Background: an optimization exercise with open tools, aiming at small area. Do not read the settings as production practice. Power is estimated from default activity; no workload was simulated.

// pipeline_top
module pipeline_top(
    input         clk,
    input         reset,
    output [8:0]  imem_addr,
    input  [31:0] imem_rdata,
    output [7:0]  dmem_addr,
    input  [63:0] dmem_rdata,
    output [63:0] dmem_wdata,
    output        dmem_we
    );
For scale: ~1200 cells after synthesis, ~510 flip-flops, ~180 I/O pins.
==> module pipeline_top, before the edit <==
module pipeline_top(
    input         clk,
    input         reset,
    output [8:0]  imem_addr,
    input  [31:0] imem_rdata,
    output [7:0]  dmem_addr,
    input  [63:0] dmem_rdata,
    output [63:0] dmem_wdata,
    output        dmem_we
    );
    reg [63:0] r0, r1, r2, r3;    
    reg [3:0]  valid;             
    reg [3:0]  we;                
    reg [3:0]  hold;              
    reg [8:0] pc;
    always @(posedge clk or posedge reset)
        if (reset) pc <= 9'd0;
        else       pc <= pc + 9'd1;
    assign imem_addr = pc;
    wire [3:0] f_op    = imem_rdata[31:28];
    wire [1:0] f_ra    = imem_rdata[27:26];
    wire       f_load  = (f_op == 4'b1010);
    wire       f_store = (f_op == 4'b1011);
    wire       f_wreg  = ~(f_store | (f_op == 4'b1111));
    wire       f_mem   = f_load | f_store;
    wire [1:0] f_dst   = f_load ? f_ra : imem_rdata[23:22];
    wire [3:0] valid_next = valid | we;
    reg       d_mem, d_wreg;
    reg [3:0] d_rsel;             
    reg [1:0] d_dst;
    reg [7:0] d_addr;
    always @(posedge clk or posedge reset)
        if (reset) begin
            d_mem  <= 1'b0;
            d_wreg <= 1'b0;
        end else begin
            d_mem  <= f_mem;
            d_wreg <= f_wreg;
        end
    always @(posedge clk) begin
        d_rsel[0] <= valid_next[0] & (f_ra == 2'd0);
        d_rsel[1] <= valid_next[1] & (f_ra == 2'd1);
        d_rsel[2] <= valid_next[2] & (f_ra == 2'd2);
        d_rsel[3] <= valid_next[3] & (f_ra == 2'd3);
        d_dst  <= f_dst;
        d_addr <= imem_rdata[21:14];
    end
    wire [63:0] rdata = ({64{d_rsel[0]}} & r0) | ({64{d_rsel[1]}} & r1) |
                        ({64{d_rsel[2]}} & r2) | ({64{d_rsel[3]}} & r3);
    reg        e_mem, e_wreg;
    reg [1:0]  e_dst;
    reg [7:0]  e_addr;
    reg [63:0] e_val;
    always @(posedge clk or posedge reset)
        if (reset) begin
            e_mem  <= 1'b0;
            e_wreg <= 1'b0;
        end else begin
            e_mem  <= d_mem;
            e_wreg <= d_wreg;
        end
    always @(posedge clk) begin
        e_dst  <= d_dst;
        e_addr <= d_addr;
        e_val  <= rdata;
    end
    reg        m_mem, m_wreg;
    reg        m_load;
    reg [1:0]  m_dst;
    reg [7:0]  m_addr;
    reg [63:0] m_val;
    always @(posedge clk or posedge reset)
        if (reset) begin
            m_mem  <= 1'b0;
            m_wreg <= 1'b0;
        end else begin
            m_mem  <= e_mem;
            m_wreg <= e_wreg;
        end
    always @(posedge clk) begin
        m_load <= e_mem & e_wreg;
        m_dst  <= e_dst;
        m_addr <= e_addr;
        m_val  <= e_val;
    end
    assign dmem_we    = m_mem & ~m_wreg;
    assign dmem_addr  = m_addr;
    assign dmem_wdata = m_val;
    reg [63:0] w_val;
    wire [3:0] m_we;
    assign m_we[0] = m_wreg & (m_dst == 2'd0);
    assign m_we[1] = m_wreg & (m_dst == 2'd1);
    assign m_we[2] = m_wreg & (m_dst == 2'd2);
    assign m_we[3] = m_wreg & (m_dst == 2'd3);
    always @(posedge clk or posedge reset)
        if (reset) we <= 4'b0;
        else       we <= m_we;
    always @(posedge clk) begin
        hold  <= ~m_we;
        w_val <= m_load ? dmem_rdata : m_val;
    end
    always @(posedge clk or posedge reset)
        if (reset) valid <= 4'b0;
        else       valid <= valid_next;
    always @(posedge clk) begin
        r0 <= ({64{we[0]}} & w_val) | ({64{hold[0]}} & r0);
        r1 <= ({64{we[1]}} & w_val) | ({64{hold[1]}} & r1);
        r2 <= ({64{we[2]}} & w_val) | ({64{hold[2]}} & r2);
        r3 <= ({64{we[3]}} & w_val) | ({64{hold[3]}} & r3);
    end
endmodule
==> flow/config.mk <==
export PLATFORM = sky130hd
export DESIGN_NAME = pipeline_top
export DESIGN_NICKNAME = pipeline_top
export VERILOG_FILES = /design/flow/design.v
export SDC_FILE = /design/flow/constraint.sdc
export NUM_CORES = 4
export LEC_CHECK = 0
export CAP_MARGIN = 20
export CORE_MARGIN = 2
export CORE_UTILIZATION = 40
export SLEW_MARGIN = 20
==> flow/constraint.sdc <==
create_clock -name core_clock -period 5.0 [get_ports {clk}]
set_input_delay 1.0000 -clock core_clock [delete_from_list [all_inputs] [get_ports {clk}]]
set_output_delay 1.0000 -clock core_clock [all_outputs]
set_load 0.01 [all_outputs]
standard.sh (not shown) runs the stock make flow with config.mk's settings and CLKGATE_MAP_FILE= SYNTH_SCRIPT=/design/flow/synth_recipe.tcl, a recipe that flattens the netlist after the stock synthesis.
==> flow/flow/run.sh <==
#!/bin/bash
# Standard ORFS layout (standard.sh) in two parts: after the floorplan, every
# cell is swapped to its smallest drive strength (flow/downsize.tcl), so that
# the later repair steps size up only where needed.  Ports are buffered by the
# smallest buffer and the clock tree is built from small clock buffers.
set -euo pipefail
ARGS=(BUFFER_PORTS_ARGS="-buffer_cell sky130_fd_sc_hd__buf_1"
      CTS_ARGS="-sink_clustering_enable -repair_clock_nets -dont_use_dummy_load -buf_list sky130_fd_sc_hd__clkbuf_4 -sink_clustering_size 10 -sink_clustering_max_diameter 50" )
bash standard.sh "${ARGS[@]}" floorplan > standard_floorplan.log 2>&1
DOWNSIZE_ODB=orfs/results/$FLOW_PLATFORM/pipeline_top/base/2_floorplan.odb \
DONT_USE_CELLS="$(make -s -C $FLOW_HOME DESIGN_CONFIG=$PWD/config.mk print-DONT_USE_CELLS 2>/dev/null | sed 's/^DONT_USE_CELLS = //')" \
  openroad -no_init -exit flow/downsize.tcl > downsize.log 2>&1
bash standard.sh "${ARGS[@]}" finish > standard_finish.log 2>&1
==> flow/flow/downsize.tcl <==
# Swap every standard cell of the synthesized netlist to the smallest drive
# strength of the same cell, before placement; the flow's own repair steps
# then size up or buffer only where slew, capacitance or timing need it.
set odb $::env(DOWNSIZE_ODB)
read_db $odb
set db [ord::get_db]
set block [ord::get_db_block]
set masters {}
foreach lib [$db getLibs] {
  foreach m [$lib getMasters] {
    dict set masters [$m getName] $m
  }
}
set dont_use [split $::env(DONT_USE_CELLS)]
set n 0
foreach inst [$block getInsts] {
  set m [$inst getMaster]
  set name [$m getName]
  if {![regexp {^(sky130_fd_sc_hd__[a-z0-9]+)_([0-9]+)$} $name -> base drv]} { continue }
  if {[string match *tap* $base] || [string match *fill* $base] || [string match *decap* $base]} { continue }
  set best $m
  set best_area [expr {[$m getWidth] * [$m getHeight]}]
  dict for {cand cm} $masters {
    if {![regexp "^${base}_\[0-9\]+\$" $cand]} { continue }
    if {[lsearch -exact $dont_use $cand] >= 0} { continue }
    set a [expr {[$cm getWidth] * [$cm getHeight]}]
    if {$a < $best_area} { set best $cm; set best_area $a }
  }
  if {$best ne $m} {
    $inst swapMaster $best
    incr n
  }
}
puts "downsize: swapped $n instances"
write_db $odb
Change:
--- a/flow/design.v
+++ b/flow/design.v
@@ -47,6 +47,7 @@
         d_addr <= imem_rdata[21:14];
     end
-    wire [63:0] rdata = ({64{d_rsel[0]}} & r0) | ({64{d_rsel[1]}} & r1) |
-                        ({64{d_rsel[2]}} & r2) | ({64{d_rsel[3]}} & r3);
+    wire [63:0] p01 = ~(({64{~d_rsel[0]}} | r0) & ({64{~d_rsel[1]}} | r1));
+    wire [63:0] p23 = ~(({64{~d_rsel[2]}} | r2) & ({64{~d_rsel[3]}} | r3));
+    wire [63:0] rdata = p01 | p23;
     reg        e_mem, e_wreg;
     reg [1:0]  e_dst;
@@ -88,5 +89,5 @@
     assign dmem_addr  = m_addr;
     assign dmem_wdata = m_val;
-    reg [63:0] w_val;
+    reg [63:0] w_nval;    
     wire [3:0] m_we;
     assign m_we[0] = m_wreg & (m_dst == 2'd0);
@@ -99,5 +100,5 @@
     always @(posedge clk) begin
         hold  <= ~m_we;
-        w_val <= m_load ? dmem_rdata : m_val;
+        w_nval <= ~(m_load ? dmem_rdata : m_val);
     end
     always @(posedge clk or posedge reset)
@@ -105,8 +106,8 @@
         else       valid <= valid_next;
     always @(posedge clk) begin
-        r0 <= ({64{we[0]}} & w_val) | ({64{hold[0]}} & r0);
-        r1 <= ({64{we[1]}} & w_val) | ({64{hold[1]}} & r1);
-        r2 <= ({64{we[2]}} & w_val) | ({64{hold[2]}} & r2);
-        r3 <= ({64{we[3]}} & w_val) | ({64{hold[3]}} & r3);
+        r0 <= ({64{we[0]}} & w_nval) | ({64{hold[0]}} & r0);
+        r1 <= ({64{we[1]}} & w_nval) | ({64{hold[1]}} & r1);
+        r2 <= ({64{we[2]}} & w_nval) | ({64{hold[2]}} & r2);
+        r3 <= ({64{we[3]}} & w_nval) | ({64{hold[3]}} & r3);
     end
 endmodule
Global-route usage is lower by 0.16 points. Worst setup slack is worse by 0.023 ns. Via count is higher by 0.96%. Flip-flop and latch count stays the same. Combinational power is higher by about 8%. Clock power hardly moves. Utilization is lower by 0.94 points. Sequential share of layout area is lower by 0.97 points. Design area is higher by 1.5%.
No functional check of the RTL was part of any run of this note.

[static timing again, ports no longer ideal]
In the flow no input, the clock included, has a driving cell. The finished layouts below were timed again as built, in two steps. Step 1: set_driving_cell puts a clkbuf_16 on clk and a buf_2 on each other input, an assumption about the parent block. Step 2 moves the port delays by t, midway between the first and last clock arrival at a register: inputs arrive t later, outputs are due t later. That takes back most of the time a late clock gives input paths. a / b / c = ideal ports / drivers / drivers and shift; a / b = the first two.
| run | t (ns) | slack for setup (ns) | hold slack, ns | worst setup path at the end | slew at the worst register clock pin (ns) |
|---|---|---|---|---|---|
| the first run | 0.815 | 2.504 / 2.456 / 3.095 | 0.312 / 0.285 / 0.325 | input to register | 0.11 / 0.11 |
| the second run | 0.826 | 2.481 / 2.433 / 3.059 | 0.257 / 0.235 / 0.331 | input to register | 0.11 / 0.11 |
After both steps every run listed still meets setup and hold.
